What follows belongs to an exercise in optimizing a design on an open flow for small area and a short achievable clock period; a production flow would make more cautious choices.
Where RTL was checked, it was by simulation tests only, not by an equivalence proof against the original.
Power is estimated from default activity; no workload was simulated.

Setup of ember:
==> module digital_PID_controller, before the edit <==
module digital_PID_controller(clk,rst,en,init,qt,sel,adc,t,y0,y1);
input clk,rst;
input en;                       
input init;                     
input qt;                       
input sel;                      
input [8:0] adc;                
input [8:0] t;                  
output [11:0] y0,y1;            
reg [8:0] f0;
reg [14:0] fk;                  
reg fs;                         
reg [19:0] acc;                 
reg kap;                        
reg [11:0] y0r;                 
reg y0e;                        
reg c1, c2, ca, cb, cx, cy, ck1, ck2;
reg fw;                         
reg abr;                        
wire band = ~f0[8] & (&f0[7:3]) & (|f0[2:0]);    
wire hi = sel & qt;
wire pass = (t[8:5] == 4'd1);
wire [4:0] s = t[4:0];
wire tp0 = (s <= 5'd8) ? fk[13] : fs;                                  
wire tp8 = (s == 5'd0) ? 1'b0 : (s <= 5'd9) ? fk[12] : fs;             
wire tp4 = (s < 5'd5) ? 1'b0 : (s <= 5'd13) ? fk[8] : fs;              
wire tp3 = (s < 5'd6) ? 1'b0 : (s <= 5'd14) ? fk[7] : fs;              
wire tpx = (s <= 5'd12) ? fk[9] : fs;                                  
wire tpy = (s < 5'd13) ? 1'b0 : fk[0];                                 
reg f0m;                                                              
always @(*)
  case (s)
    5'd4,  5'd13: f0m = f0[0];
    5'd5,  5'd14: f0m = f0[1];
    5'd6,  5'd15: f0m = f0[2];
    5'd7,  5'd16: f0m = f0[3];
    5'd8,  5'd17: f0m = f0[4];
    5'd9,  5'd18: f0m = f0[5];
    5'd10, 5'd19: f0m = f0[6];
    5'd11, 5'd20: f0m = f0[7];
    default:      f0m = f0[8];
  endcase
wire f0x = (s <= 5'd12) ? f0m : f0[8];
wire f0y = (s < 5'd13) ? 1'b0 : f0m;
wire h1 = tp0 ^ tp8 ^ c1;
wire h1c = (tp0 & tp8) | (c1 & (tp0 ^ tp8));
wire h2 = tp4 ^ tp3 ^ c2;
wire h2c = (tp4 & tp3) | (c2 & (tp4 ^ tp3));
wire a0 = acc[0] & ~fw;
wire sa = a0 ^ h1 ^ ca;
wire sac = (a0 & h1) | (ca & (a0 ^ h1));
wire ab = sa ^ h2 ^ cb;                                               
wire abc = (sa & h2) | (cb & (sa ^ h2));
wire x = f0x ^ ~tpx ^ cx;
wire xc = (f0x & ~tpx) | (cx & (f0x ^ ~tpx));
wire y = f0y ^ ~tpy ^ cy;
wire yc = (f0y & ~tpy) | (cy & (f0y ^ ~tpy));
wire dy = (s < 5'd13) ? 1'b0 : y;                                     
wire nx = (s < 5'd4) ? 1'b1 : ~x;                                     
wire ak = (s <= 5'd18) ? abr : (s <= 5'd20) ? acc[19] : acc[18];
wire sk = ak ^ dy ^ ck1;
wire skc = (ak & dy) | (ck1 & (ak ^ dy));
wire kb = sk ^ nx ^ ck2;
wire kbc = (sk & nx) | (ck2 & (sk ^ nx));
always @(posedge clk) begin
  c1 <= pass & h1c;
  c2 <= pass & h2c;
  ca <= pass & sac;
  cb <= pass & abc;
  abr <= ab;
  cx <= ~(pass & (s >= 5'd4)) | xc;
  cy <= ~(pass & (s >= 5'd13)) | yc;
  ck1 <= pass & (s >= 5'd3) & skc;
  ck2 <= ~(pass & (s >= 5'd3)) | kbc;
  if (pass & (s == 5'd4)) kap <= kb;
  if (pass & ((s == 5'd5) | (s == 5'd6))) kap <= kap & kb;
  if (pass & (s == 5'd7)) kap <= kap | kb;
end
wire [8:0] na = ~adc;
wire w = ~na[8] & (na[7:0] >= 8'd186);
wire hn = hi & ~init;
wire [13:0] kbase = init ? (sel ? 14'd0 : 14'd2203) : {fk[4:0], fk[14:6]};
wire [13:0] kc0 = w ? 14'd350 - 14'd1280 - 14'd2560 : 14'd350 - 14'd1280;
reg [13:0] kc1;
always @(*)
  case ({band, kap, w})
    3'b000: kc1 = 14'd350 - 14'd1280 + 14'd223;
    3'b001: kc1 = 14'd350 - 14'd1280 + 14'd223 - 14'd2560;
    3'b010: kc1 = 14'd350 - 14'd1280 + 14'd224;
    3'b011: kc1 = 14'd350 - 14'd1280 + 14'd224 - 14'd2560;
    3'b100: kc1 = 14'd350 - 14'd1280 + 14'd255;
    3'b101: kc1 = 14'd350 - 14'd1280 + 14'd255 - 14'd2560;
    3'b110: kc1 = 14'd350 - 14'd1280 + 14'd256;
    default: kc1 = 14'd350 - 14'd1280 + 14'd256 - 14'd2560;
  endcase
wire [13:0] kc = hn ? kc1 : kc0;
wire [13:0] o2 = {3'b000, adc[8], na[7:0], 2'b00};
wire [13:0] o3 = {5'b00000, adc[8], na[7:0]};
wire [13:0] p1 = kbase ^ o2 ^ o3;
wire [13:0] g1 = {(kbase[12:0] & o2[12:0]) | (kbase[12:0] & o3[12:0]) | (o2[12:0] & o3[12:0]), 1'b0};
wire [13:0] p2 = p1 ^ g1 ^ kc;
wire [13:0] g2 = {(p1[12:0] & g1[12:0]) | (p1[12:0] & kc[12:0]) | (g1[12:0] & kc[12:0]), 1'b0};
wire [13:0] y0n = p2 + g2;
wire [8:0] fe = init ? (sel ? 9'd0 : 9'b000100010) : hi ? f0 + 9'd7 : f0;
always @(posedge clk) begin
  if (en) begin
    y0r <= y0n[13:2];
    y0e <= y0n[1] | y0n[0];
    f0 <= 9'd69 - adc;
  end
  fk[14] <= en ? init & ~sel : (pass & (s >= 5'd8) & (s <= 5'd21)) ? kb : fk[0];
  fk[13:9] <= fk[14:10];
  fk[8:0] <= en ? fe : fk[9:1];
  if (en) fs <= ~init & fe[8];
end
always @(posedge clk)
  if (rst) fw <= 1'b1;
  else if (en & ~init) fw <= 1'b0;
always @(posedge clk)
  acc <= {(pass & (s <= 5'd17)) ? ab : (pass & (s <= 5'd19) & s[4]) ? acc[19] : acc[0], acc[19:1]};
wire [11:0] d0 = y0r;
wire [11:0] ad = {band, band, 1'b0, band, band, 3'b000, 1'b1, 2'b00, y0e};
wire [12:0] rc;
assign rc[0] = 1'b0;
genvar i;
generate for (i = 0; i < 12; i = i + 1) begin : r1
  assign rc[i+1] = (d0[i] & ad[i]) | (rc[i] & (d0[i] ^ ad[i]));
end endgenerate
assign y0 = d0;
assign y1 = d0 ^ ad ^ rc[11:0];
endmodule
Settings: LEC_CHECK=0, CAP_MARGIN=20, CORE_MARGIN=2, CORE_UTILIZATION=40, CTS_BUF_LIST=sky130_fd_sc_hd__clkbuf_8, SLEW_MARGIN=20; clock period 10.0 ns.
standard.sh (not shown) runs the stock make flow with config.mk's settings and CLKGATE_MAP_FILE= SYNTH_SCRIPT=/design/flow/synth_recipe.tcl, a recipe that flattens the netlist after the stock synthesis.
==> flow/flow/run.sh <==
#!/bin/bash
set -euo pipefail
export SETUP_SLACK_MARGIN=5.5
bash standard.sh > standard.log 2>&1
[inputs] zinc vs ember
--- a/flow/design.v
+++ b/flow/design.v
@@ -30,34 +30,33 @@
 reg [11:0] y0r;                 
 reg y0e;                        
 reg c1, c2, ca, cb, cx, cy, ck1, ck2;
 reg fw;                         
-reg abr;                        
 wire band = ~f0[8] & (&f0[7:3]) & (|f0[2:0]);    
 wire hi = sel & qt;
 wire pass = (t[8:5] == 4'd1);
 wire [4:0] s = t[4:0];
 wire tp0 = (s <= 5'd8) ? fk[13] : fs;                                  
 wire tp8 = (s == 5'd0) ? 1'b0 : (s <= 5'd9) ? fk[12] : fs;             
 wire tp4 = (s < 5'd5) ? 1'b0 : (s <= 5'd13) ? fk[8] : fs;              
 wire tp3 = (s < 5'd6) ? 1'b0 : (s <= 5'd14) ? fk[7] : fs;              
-wire tpx = (s <= 5'd12) ? fk[9] : fs;                                  
-wire tpy = (s < 5'd13) ? 1'b0 : fk[0];                                 
+wire tpx = (s <= 5'd11) ? fk[10] : fs;                                 
+wire tpy = (s < 5'd12) ? 1'b0 : fk[1];                                 
 reg f0m;                                                              
 always @(*)
   case (s)
-    5'd4,  5'd13: f0m = f0[0];
-    5'd5,  5'd14: f0m = f0[1];
-    5'd6,  5'd15: f0m = f0[2];
-    5'd7,  5'd16: f0m = f0[3];
-    5'd8,  5'd17: f0m = f0[4];
-    5'd9,  5'd18: f0m = f0[5];
-    5'd10, 5'd19: f0m = f0[6];
-    5'd11, 5'd20: f0m = f0[7];
+    5'd3,  5'd12: f0m = f0[0];
+    5'd4,  5'd13: f0m = f0[1];
+    5'd5,  5'd14: f0m = f0[2];
+    5'd6,  5'd15: f0m = f0[3];
+    5'd7,  5'd16: f0m = f0[4];
+    5'd8,  5'd17: f0m = f0[5];
+    5'd9,  5'd18: f0m = f0[6];
+    5'd10, 5'd19: f0m = f0[7];
     default:      f0m = f0[8];
   endcase
-wire f0x = (s <= 5'd12) ? f0m : f0[8];
-wire f0y = (s < 5'd13) ? 1'b0 : f0m;
+wire f0x = (s <= 5'd11) ? f0m : f0[8];
+wire f0y = (s < 5'd12) ? 1'b0 : f0m;
 wire h1 = tp0 ^ tp8 ^ c1;
 wire h1c = (tp0 & tp8) | (c1 & (tp0 ^ tp8));
 wire h2 = tp4 ^ tp3 ^ c2;
 wire h2c = (tp4 & tp3) | (c2 & (tp4 ^ tp3));
@@ -69,11 +68,11 @@
 wire x = f0x ^ ~tpx ^ cx;
 wire xc = (f0x & ~tpx) | (cx & (f0x ^ ~tpx));
 wire y = f0y ^ ~tpy ^ cy;
 wire yc = (f0y & ~tpy) | (cy & (f0y ^ ~tpy));
-wire dy = (s < 5'd13) ? 1'b0 : y;                                     
-wire nx = (s < 5'd4) ? 1'b1 : ~x;                                     
-wire ak = (s <= 5'd18) ? abr : (s <= 5'd20) ? acc[19] : acc[18];
+wire dy = (s < 5'd12) ? 1'b0 : y;                                     
+wire nx = (s < 5'd3) ? 1'b1 : ~x;                                     
+wire ak = (s <= 5'd17) ? ab : acc[19];
 wire sk = ak ^ dy ^ ck1;
 wire skc = (ak & dy) | (ck1 & (ak ^ dy));
 wire kb = sk ^ nx ^ ck2;
 wire kbc = (sk & nx) | (ck2 & (sk ^ nx));
@@ -81,21 +80,20 @@
   c1 <= pass & h1c;
   c2 <= pass & h2c;
   ca <= pass & sac;
   cb <= pass & abc;
-  abr <= ab;
-  cx <= ~(pass & (s >= 5'd4)) | xc;
-  cy <= ~(pass & (s >= 5'd13)) | yc;
-  ck1 <= pass & (s >= 5'd3) & skc;
-  ck2 <= ~(pass & (s >= 5'd3)) | kbc;
-  if (pass & (s == 5'd4)) kap <= kb;
-  if (pass & ((s == 5'd5) | (s == 5'd6))) kap <= kap & kb;
-  if (pass & (s == 5'd7)) kap <= kap | kb;
+  cx <= ~(pass & (s >= 5'd3)) | xc;
+  cy <= ~(pass & (s >= 5'd12)) | yc;
+  ck1 <= pass & (s >= 5'd2) & skc;
+  ck2 <= ~(pass & (s >= 5'd2)) | kbc;
+  if (pass & (s == 5'd3)) kap <= kb;
+  if (pass & ((s == 5'd4) | (s == 5'd5))) kap <= kap & kb;
+  if (pass & (s == 5'd6)) kap <= kap | kb;
 end
 wire [8:0] na = ~adc;
 wire w = ~na[8] & (na[7:0] >= 8'd186);
 wire hn = hi & ~init;
-wire [13:0] kbase = init ? (sel ? 14'd0 : 14'd2203) : {fk[4:0], fk[14:6]};
+wire [13:0] kbase = init ? (sel ? 14'd0 : 14'd2203) : {fk[3:0], fk[14:5]};
 wire [13:0] kc0 = w ? 14'd350 - 14'd1280 - 14'd2560 : 14'd350 - 14'd1280;
 reg [13:0] kc1;
 always @(*)
   case ({band, kap, w})
@@ -122,9 +120,9 @@
     y0r <= y0n[13:2];
     y0e <= y0n[1] | y0n[0];
     f0 <= 9'd69 - adc;
   end
-  fk[14] <= en ? init & ~sel : (pass & (s >= 5'd8) & (s <= 5'd21)) ? kb : fk[0];
+  fk[14] <= en ? init & ~sel : (pass & (s >= 5'd7) & (s <= 5'd20)) ? kb : fk[0];
   fk[13:9] <= fk[14:10];
   fk[8:0] <= en ? fe : fk[9:1];
   if (en) fs <= ~init & fe[8];
 end
### Flow results
zinc: full flow OK, the timing, DRC and antenna checks passed. Across both runs, clock network area share was higher for zinc than for ember. The final reports for zinc and ember show total net switching power lower in the former. zinc against ember: final critical path time including I/O delays and setup went down by 95 ps, horizontal extent of the die shows a reduction of 1.6%, clock latency on the worst-skew pair closely matched the old numbers, routed wire length now sits higher, worst hold path cell count was more or less identical. zinc vs. ember: number of rows created at floorplan went down by 2.2%. The post-synthesis average cell area in zinc sits 0.54% below the value recorded for ember.
No functional check of the RTL was part of ember.

## re-timing with driven ports
The results above use ideal ports. As a check the final layouts listed here were re-extracted and re-timed, cells and wires unchanged. Step 1 (the two cells are an assumption about what drives the block):
set clk [get_ports {clk}]
set_driving_cell -lib_cell sky130_fd_sc_hd__clkbuf_16 $clk
set_driving_cell -lib_cell sky130_fd_sc_hd__buf_2 [delete_from_list [all_inputs] $clk]
Step 2, shift: input delay + t, output delay - t, t = (earliest + latest rising clock arrival at the registers) / 2. This alone moves slack from input paths to output paths. Three values: ideal, step 1, step 2; two values: the first two.
run	t (ns)	slack for setup (ns)	worst setup path after step 2
ember	0.419	5.393 / 5.388 / 4.969	input to register
zinc	0.424	5.488 / 5.468 / 5.044	input to register
After both steps setup and hold are still met in every run listed. For zinc, which loses most, drivers alone change the setup slack by -0.020 ns; drivers and shift together by -0.444 ns.
